Context: an optimization exercise on an open-source flow, tuned for small area. The choices shown serve that exercise and are no tape-out recipe. The RTL was checked by simulation tests, not by an equivalence proof against the original design. The flow treats the clock pin as an ideal source. Dropping or thinning the clock tree relies on that and would not hold on a real chip.

==> 11-20 <==
Design timer_top, start of the top module:
module timer_top(
	input CLOCK_50,
	input rst,
	input [1:0] KEY,
	output [6:0] SEG,
	output [3:0] POS
);
clock: 36.0 ns
lec_check: 0
abc_area: 1
cap_margin: 20
core_margin: 2
core_utilization: 40
slew_margin: 20
standard.sh (not shown) runs the stock make flow with config.mk's settings and CLKGATE_MAP_FILE= SYNTH_SCRIPT=/design/flow/synth_recipe.tcl, a recipe that flattens the netlist after the stock synthesis.
==> flow/flow/run.sh <==
#!/bin/bash
# Standard ORFS layout, with these changes:
#  - synthesis maps the logic with an area-oriented ABC script (flow/area.abc) and
#    without the adder extraction step; everything else in synthesis (and so every
#    register) is as standard.sh synth makes it
#  - ports are buffered with the smallest buffer
set -euo pipefail
W=$PWD
rm -rf "$W/myscripts"
cp -r "$FLOW_HOME/scripts" "$W/myscripts"
cp "$W/flow/area.abc" "$W/myscripts/abc_area.script"
bash "$W/standard.sh" "SCRIPTS_DIR=$W/myscripts" "ADDER_MAP_FILE=" synth > "$W/synth.log" 2>&1
bash "$W/standard.sh" "BUFFER_PORTS_ARGS=-buffer_cell sky130_fd_sc_hd__buf_1" "CTS_ARGS=-repair_clock_nets -root_buf sky130_fd_sc_hd__clkbuf_8 -tree_buf sky130_fd_sc_hd__clkbuf_8 -buf_list sky130_fd_sc_hd__clkbuf_8 -distance_between_buffers 500 -dont_use_dummy_load" finish > "$W/layout.log" 2>&1
==> flow/flow/area.abc <==
strash
dc2
dch -f
amap
strash
dc2
dch -f
amap
==> inputs of 01-09, as changes to 11-20 <==
==> flow/flow/run.sh (replaced) <==
#!/bin/bash
# Standard ORFS layout, with these changes:
#  - synthesis maps the logic with an area-oriented ABC script (flow/area.abc) and
#    without the adder extraction step; everything else in synthesis (and so every
#    register) is as standard.sh synth makes it
#  - ports are buffered with the smallest buffer
#  - the clock tree is a single clock buffer that drives every register (flow/cts.tcl)
set -euo pipefail
W=$PWD
rm -rf "$W/myscripts"
cp -r "$FLOW_HOME/scripts" "$W/myscripts"
cp "$W/flow/area.abc" "$W/myscripts/abc_area.script"
cp "$W/flow/cts.tcl" "$W/myscripts/cts.tcl"
bash "$W/standard.sh" "SCRIPTS_DIR=$W/myscripts" "ADDER_MAP_FILE=" synth > "$W/synth.log" 2>&1
bash "$W/standard.sh" "SCRIPTS_DIR=$W/myscripts" "BUFFER_PORTS_ARGS=-buffer_cell sky130_fd_sc_hd__buf_1" \
  "CLOCK_BUFFER_CELL=sky130_fd_sc_hd__clkbuf_8" "CLOCK_BUFFER_COUNT=2" finish > "$W/layout.log" 2>&1
==> flow/flow/cts.tcl (new file) <==
utl::set_metrics_stage "cts__{}"
source $::env(SCRIPTS_DIR)/load.tcl
source $::env(SCRIPTS_DIR)/lec_check.tcl
erase_non_stage_variables cts
load_design 3_place.odb 3_place.sdc
source_step_tcl PRE CTS

# Clone clock tree inverters next to register loads
# so cts does not try to buffer the inverted clocks.
repair_clock_inverters

proc save_progress { stage } {
  puts "Run 'make gui_$stage.odb' to load progress snapshot"
  orfs_write_db $::env(RESULTS_DIR)/$stage.odb
  orfs_write_sdc $::env(RESULTS_DIR)/$stage.sdc
}

# Run CTS
set cts_args [list \
  -sink_clustering_enable \
  -repair_clock_nets]

append_env_var cts_args CTS_BUF_DISTANCE -distance_between_buffers 1
append_env_var cts_args CTS_CLUSTER_SIZE -sink_clustering_size 1
append_env_var cts_args CTS_CLUSTER_DIAMETER -sink_clustering_max_diameter 1
append_env_var cts_args CTS_BUF_LIST -buf_list 1
append_env_var cts_args CTS_LIB_NAME -library 1


if { [env_var_exists_and_non_empty CTS_ARGS] } {
  set cts_args $::env(CTS_ARGS)
}

set_dont_use $::env(DONT_USE_CELLS)

# The clock tree: CLOCK_BUFFER_COUNT clock buffers, each placed at the centre
# of its share of the registers (split by position), drive every register's
# clock pin (in place of clock_tree_synthesis).
set block [ord::get_db_block]
set dbu [$block getDbUnitsPerMicron]
set clk_src [get_full_name [lindex [get_property [lindex [all_clocks] 0] sources] 0]]
set clk_net_name [[[$block findBTerm $clk_src] getNet] getName]
set sinks {}
foreach inst [$block getInsts] {
  if {[[$inst getMaster] isSequential]} {
    set bb [$inst getBBox]
    lappend sinks [list [expr {([$bb xMin] + [$bb xMax]) / 2.0}] [expr {([$bb yMin] + [$bb yMax]) / 2.0}] [$inst getName]]
  }
}
set nbuf $::env(CLOCK_BUFFER_COUNT)
# start from strips of equal size across x, then refine by k-means
set sinks [lsort -real -index 0 $sinks]
set per [expr {int(ceil(double([llength $sinks]) / $nbuf))}]
set assign {}
set i 0
foreach s $sinks { lappend assign [expr {min($nbuf - 1, $i / $per)}]; incr i }
for {set it 0} {$it < 20} {incr it} {
  set cxs {}
  set cys {}
  for {set g 0} {$g < $nbuf} {incr g} {
    set sx 0.0
    set sy 0.0
    set n 0
    foreach s $sinks a $assign {
      if {$a == $g} {
        set sx [expr {$sx + [lindex $s 0]}]
        set sy [expr {$sy + [lindex $s 1]}]
        incr n
      }
    }
    if {$n == 0} { set n 1 }
    lappend cxs [expr {$sx / $n}]
    lappend cys [expr {$sy / $n}]
  }
  set assign {}
  foreach s $sinks {
    set best 0
    set bd 1e30
    for {set g 0} {$g < $nbuf} {incr g} {
      set d [expr {abs([lindex $s 0] - [lindex $cxs $g]) + abs([lindex $s 1] - [lindex $cys $g])}]
      if {$d < $bd} { set bd $d; set best $g }
    }
    lappend assign $best
  }
}
for {set g 0} {$g < $nbuf} {incr g} {
  set pins {}
  foreach s $sinks a $assign {
    if {$a != $g} continue
    foreach p [get_pins -of_objects [get_cells [lindex $s 2]]] {
      if {[get_property $p is_clock]} { lappend pins $p }
    }
  }
  if {[llength $pins] == 0} continue
  puts "clock buffer $g drives [llength $pins] registers"
  set cx [expr {[lindex $cxs $g] / $dbu}]
  set cy [expr {[lindex $cys $g] / $dbu}]
  log_cmd insert_buffer -buffer_cell $::env(CLOCK_BUFFER_CELL) -net $clk_net_name \
    -load_pins $pins -location [list $cx $cy] -buffer_name clkbuf_$g -net_name clknet_$g
}
set_propagated_clock [all_clocks]

utl::push_metrics_stage "cts__{}__pre_repair_timing"
log_cmd estimate_parasitics -placement
if { $::env(DETAILED_METRICS) } {
  report_metrics 4 "cts pre-repair-timing"
}
utl::pop_metrics_stage

set_placement_padding -global \
  -left $::env(CELL_PAD_IN_SITES_DETAIL_PLACEMENT) \
  -right $::env(CELL_PAD_IN_SITES_DETAIL_PLACEMENT)

set result [catch { detailed_placement } msg]
if { $result != 0 } {
  save_progress 4_1_error
  error "Detailed placement failed in CTS: $msg"
}

log_cmd estimate_parasitics -placement

if { $::env(CTS_SNAPSHOTS) } {
  save_progress 4_1_pre_repair_hold_setup
}

if { !$::env(SKIP_CTS_REPAIR_TIMING) } {
  if { $::env(EQUIVALENCE_CHECK) } {
    write_eqy_verilog 4_before_rsz.v
  }
  if { $::env(LEC_CHECK) } {
    write_lec_verilog 4_before_rsz_lec.v
  }

  repair_timing_helper

  if { $::env(EQUIVALENCE_CHECK) } {
    run_equivalence_test
  }
  if { $::env(LEC_CHECK) } {
    write_lec_verilog 4_after_rsz_lec.v
    run_lec_test 4_rsz 4_before_rsz_lec.v 4_after_rsz_lec.v
  }

  set result [catch { detailed_placement } msg]
  if { $result != 0 } {
    save_progress 4_1_error
    error "Detailed placement failed in CTS: $msg"
  }

  check_placement -verbose
}

report_metrics 4 "cts final"

source_step_tcl POST CTS

orfs_write_db $::env(RESULTS_DIR)/4_1_cts.odb
orfs_write_sdc $::env(RESULTS_DIR)/4_cts.sdc
==> inputs of 05-17, as changes to 11-20 <==
==> flow/flow/run.sh (replaced) <==
#!/bin/bash
# Standard ORFS layout, with these changes:
#  - synthesis maps the logic with an area-oriented ABC script (flow/area.abc) and
#    without the adder extraction step; everything else in synthesis (and so every
#    register) is as standard.sh synth makes it
#  - ports are buffered with the smallest buffer
#  - the clock tree is a single clock buffer that drives every register (flow/cts.tcl)
set -euo pipefail
W=$PWD
rm -rf "$W/myscripts"
cp -r "$FLOW_HOME/scripts" "$W/myscripts"
cp "$W/flow/area.abc" "$W/myscripts/abc_area.script"
cp "$W/flow/cts.tcl" "$W/myscripts/cts.tcl"
bash "$W/standard.sh" "SCRIPTS_DIR=$W/myscripts" "ADDER_MAP_FILE=" synth > "$W/synth.log" 2>&1
bash "$W/standard.sh" "SCRIPTS_DIR=$W/myscripts" "BUFFER_PORTS_ARGS=-buffer_cell sky130_fd_sc_hd__buf_1" \
  "CLOCK_BUFFER_CELL=sky130_fd_sc_hd__clkbuf_16" finish > "$W/layout.log" 2>&1
==> flow/flow/cts.tcl (new file) <==
utl::set_metrics_stage "cts__{}"
source $::env(SCRIPTS_DIR)/load.tcl
source $::env(SCRIPTS_DIR)/lec_check.tcl
erase_non_stage_variables cts
load_design 3_place.odb 3_place.sdc
source_step_tcl PRE CTS

# Clone clock tree inverters next to register loads
# so cts does not try to buffer the inverted clocks.
repair_clock_inverters

proc save_progress { stage } {
  puts "Run 'make gui_$stage.odb' to load progress snapshot"
  orfs_write_db $::env(RESULTS_DIR)/$stage.odb
  orfs_write_sdc $::env(RESULTS_DIR)/$stage.sdc
}

# Run CTS
set cts_args [list \
  -sink_clustering_enable \
  -repair_clock_nets]

append_env_var cts_args CTS_BUF_DISTANCE -distance_between_buffers 1
append_env_var cts_args CTS_CLUSTER_SIZE -sink_clustering_size 1
append_env_var cts_args CTS_CLUSTER_DIAMETER -sink_clustering_max_diameter 1
append_env_var cts_args CTS_BUF_LIST -buf_list 1
append_env_var cts_args CTS_LIB_NAME -library 1


if { [env_var_exists_and_non_empty CTS_ARGS] } {
  set cts_args $::env(CTS_ARGS)
}

set_dont_use $::env(DONT_USE_CELLS)

# The clock tree: one clock buffer, placed at the centre of the registers,
# drives every register's clock pin (in place of clock_tree_synthesis).
set block [ord::get_db_block]
set dbu [$block getDbUnitsPerMicron]
set clk_port [lindex [get_ports -of_objects [get_clocks]] 0]
set clk_net_name [get_full_name [get_nets -of_objects $clk_port]]
set sx 0.0
set sy 0.0
set n 0
foreach inst [$block getInsts] {
  if {[[$inst getMaster] isSequential]} {
    set bb [$inst getBBox]
    set sx [expr {$sx + ([$bb xMin] + [$bb xMax]) / 2.0}]
    set sy [expr {$sy + ([$bb yMin] + [$bb yMax]) / 2.0}]
    incr n
  }
}
set cx [expr {$sx / $n / $dbu}]
set cy [expr {$sy / $n / $dbu}]
log_cmd insert_buffer -buffer_cell $::env(CLOCK_BUFFER_CELL) -net $clk_net_name \
  -location [list $cx $cy] -buffer_name clkbuf_root -net_name clknet_root
set_propagated_clock [all_clocks]

utl::push_metrics_stage "cts__{}__pre_repair_timing"
log_cmd estimate_parasitics -placement
if { $::env(DETAILED_METRICS) } {
  report_metrics 4 "cts pre-repair-timing"
}
utl::pop_metrics_stage

set_placement_padding -global \
  -left $::env(CELL_PAD_IN_SITES_DETAIL_PLACEMENT) \
  -right $::env(CELL_PAD_IN_SITES_DETAIL_PLACEMENT)

set result [catch { detailed_placement } msg]
if { $result != 0 } {
  save_progress 4_1_error
  error "Detailed placement failed in CTS: $msg"
}

log_cmd estimate_parasitics -placement

if { $::env(CTS_SNAPSHOTS) } {
  save_progress 4_1_pre_repair_hold_setup
}

if { !$::env(SKIP_CTS_REPAIR_TIMING) } {
  if { $::env(EQUIVALENCE_CHECK) } {
    write_eqy_verilog 4_before_rsz.v
  }
  if { $::env(LEC_CHECK) } {
    write_lec_verilog 4_before_rsz_lec.v
  }

  repair_timing_helper

  if { $::env(EQUIVALENCE_CHECK) } {
    run_equivalence_test
  }
  if { $::env(LEC_CHECK) } {
    write_lec_verilog 4_after_rsz_lec.v
    run_lec_test 4_rsz 4_before_rsz_lec.v 4_after_rsz_lec.v
  }

  set result [catch { detailed_placement } msg]
  if { $result != 0 } {
    save_progress 4_1_error
    error "Detailed placement failed in CTS: $msg"
  }

  check_placement -verbose
}

report_metrics 4 "cts final"

source_step_tcl POST CTS

orfs_write_db $::env(RESULTS_DIR)/4_1_cts.odb
orfs_write_sdc $::env(RESULTS_DIR)/4_cts.sdc
==> results.py <==
metrics = {
    "outcome": {
        "status": "timing/DRC/antenna clean",
    },
    "sta": {
        "fmax_mhz": 114,
    },
    "critical_path": {
        "cp_top_family": "compound AO/OA/AOI/OAI gates",
        "path_cells": "clkinv_1 -> o21ai_0 -> o21ai_0 -> o21ai_0 -> buf_1",
        "max_stage_delay_ns": 0.38,
        "cp-start-kind": "flop",
    },
    "cts": {
        "clock_latency_ns": 0.28,
        "cts_hold_buf": 0,
        "h-tree-depth": 2,
    },
    "finish": {
        "regMostFlops": "tc",
    },
    "routing": {
        "drt-met1-wl_mm": 1.45,
        "wl_mm": 3.25,
    },
    "floorplan": {
        "die_area_mm2": 0.00439,
    },
    "grt": {
        "use_met1_pct": 19.1,
    },
}
[end of results for 11-20]
==> results.py <==
metrics = {
    "outcome": {
        "status": "aborted with a tool error",
        "stop_stage": "clock tree synthesis (4_1_cts)",
        "first-error": "[ERROR STA-2204] get_property  is not an object.",
    },
    "yosys": {
        "syn_nets": 191,
        "yosys_most_used_dff": "dfxtp_1",
        "synth_top_area_share_pct": 51.7,
        "ys_top_cells_by_area": "dfxtp_1, nor2_1, a21oi_1",
        "synth_area_mm2": 0.00155,
        "synth_most_common_cell": "dfxtp_1",
        "postSynthCellCount": 187,
        "syn_avg_cell_area_um2": 8.29,
        "synth-seq-cells": 40,
        "synth_top_family_by_area": "simple AND/OR/NAND/NOR gates",
        "ys_warn_count": 1,
        "ys_top_cells_by_count": "dfxtp_1, nor2_1, clkinv_1, a21oi_1, nor3_1",
    },
    "floorplan": {
        "ios": 15,
        "placementRows": 22,
        "start_util_pct": 42.0,
    },
    "placement": {
        "detailedPlacementHpwl_mm": 2.48,
        "place_ws_ns": 27.36,
        "placed_area_mm2": 0.00166,
        "gp_congestion": 0.843,
    },
}
[end of results for 05-17]
==> results.py <==
metrics = {
    "outcome": {
        "status": "timing/DRC/antenna clean",
    },
    "routing": {
        "drtIter0Drc": 86,
        "first_pass_iters": 4,
        "wl_mm": 3.20,
    },
    "sta": {
        "fmax_mhz": 115,
        "finClkSkew_ns": 0.00656,
        "finalCritPeriodShare_pct": 24.1,
    },
    "job": {
        "cap_viol_max_count": 0,
    },
    "grt": {
        "antenna_found_initial": 0,
        "use_met1_pct": 18.9,
    },
    "worst_hold_path": {
        "hold_depth": 1,
    },
    "critical_path": {
        "cp-start-kind": "flop",
        "crit_path_start": "segCode[2]",
        "max_stage_delay_ns": 0.39,
        "cp_top_family": "compound AO/OA/AOI/OAI gates",
    },
    "yosys": {
        "synth_edf_count": 0,
    },
    "floorplan": {
        "die_area_mm2": 0.00439,
    },
    "cts": {
        "clock_latency_ns": 0.17,
        "cts_hold_buf": 0,
    },
    "finish": {
        "regMostFlops": "tc",
    },
}
[end of results for 01-09]
The clock cells of 01-09 come from the design's own scripts or RTL, not from TritonCTS.

## port drivers added, routing unchanged
No port has a modelled driver above. Below, the same layouts with a new extraction and two added sets of constraints. Step 1: set_driving_cell puts a clkbuf_16 on CLOCK_50 and a buf_2 on each other input, an assumption about the parent block. Step 2 times the ports against the registers' clock, not the clock port: input delays grow and output delays shrink by t, the midpoint of the rising clock arrivals with the driver on. Three values: ideal, step 1, step 2; two values: the first two.
run | shift t [ns] | slack for setup (ns) | worst setup path after step 2
11-20 | 0.303 | 27.228 / 27.200 / 27.383 | input to register
01-09 | 0.201 | 27.325 / 27.290 / 27.411 | input to register
After both steps every run listed still meets setup and hold.
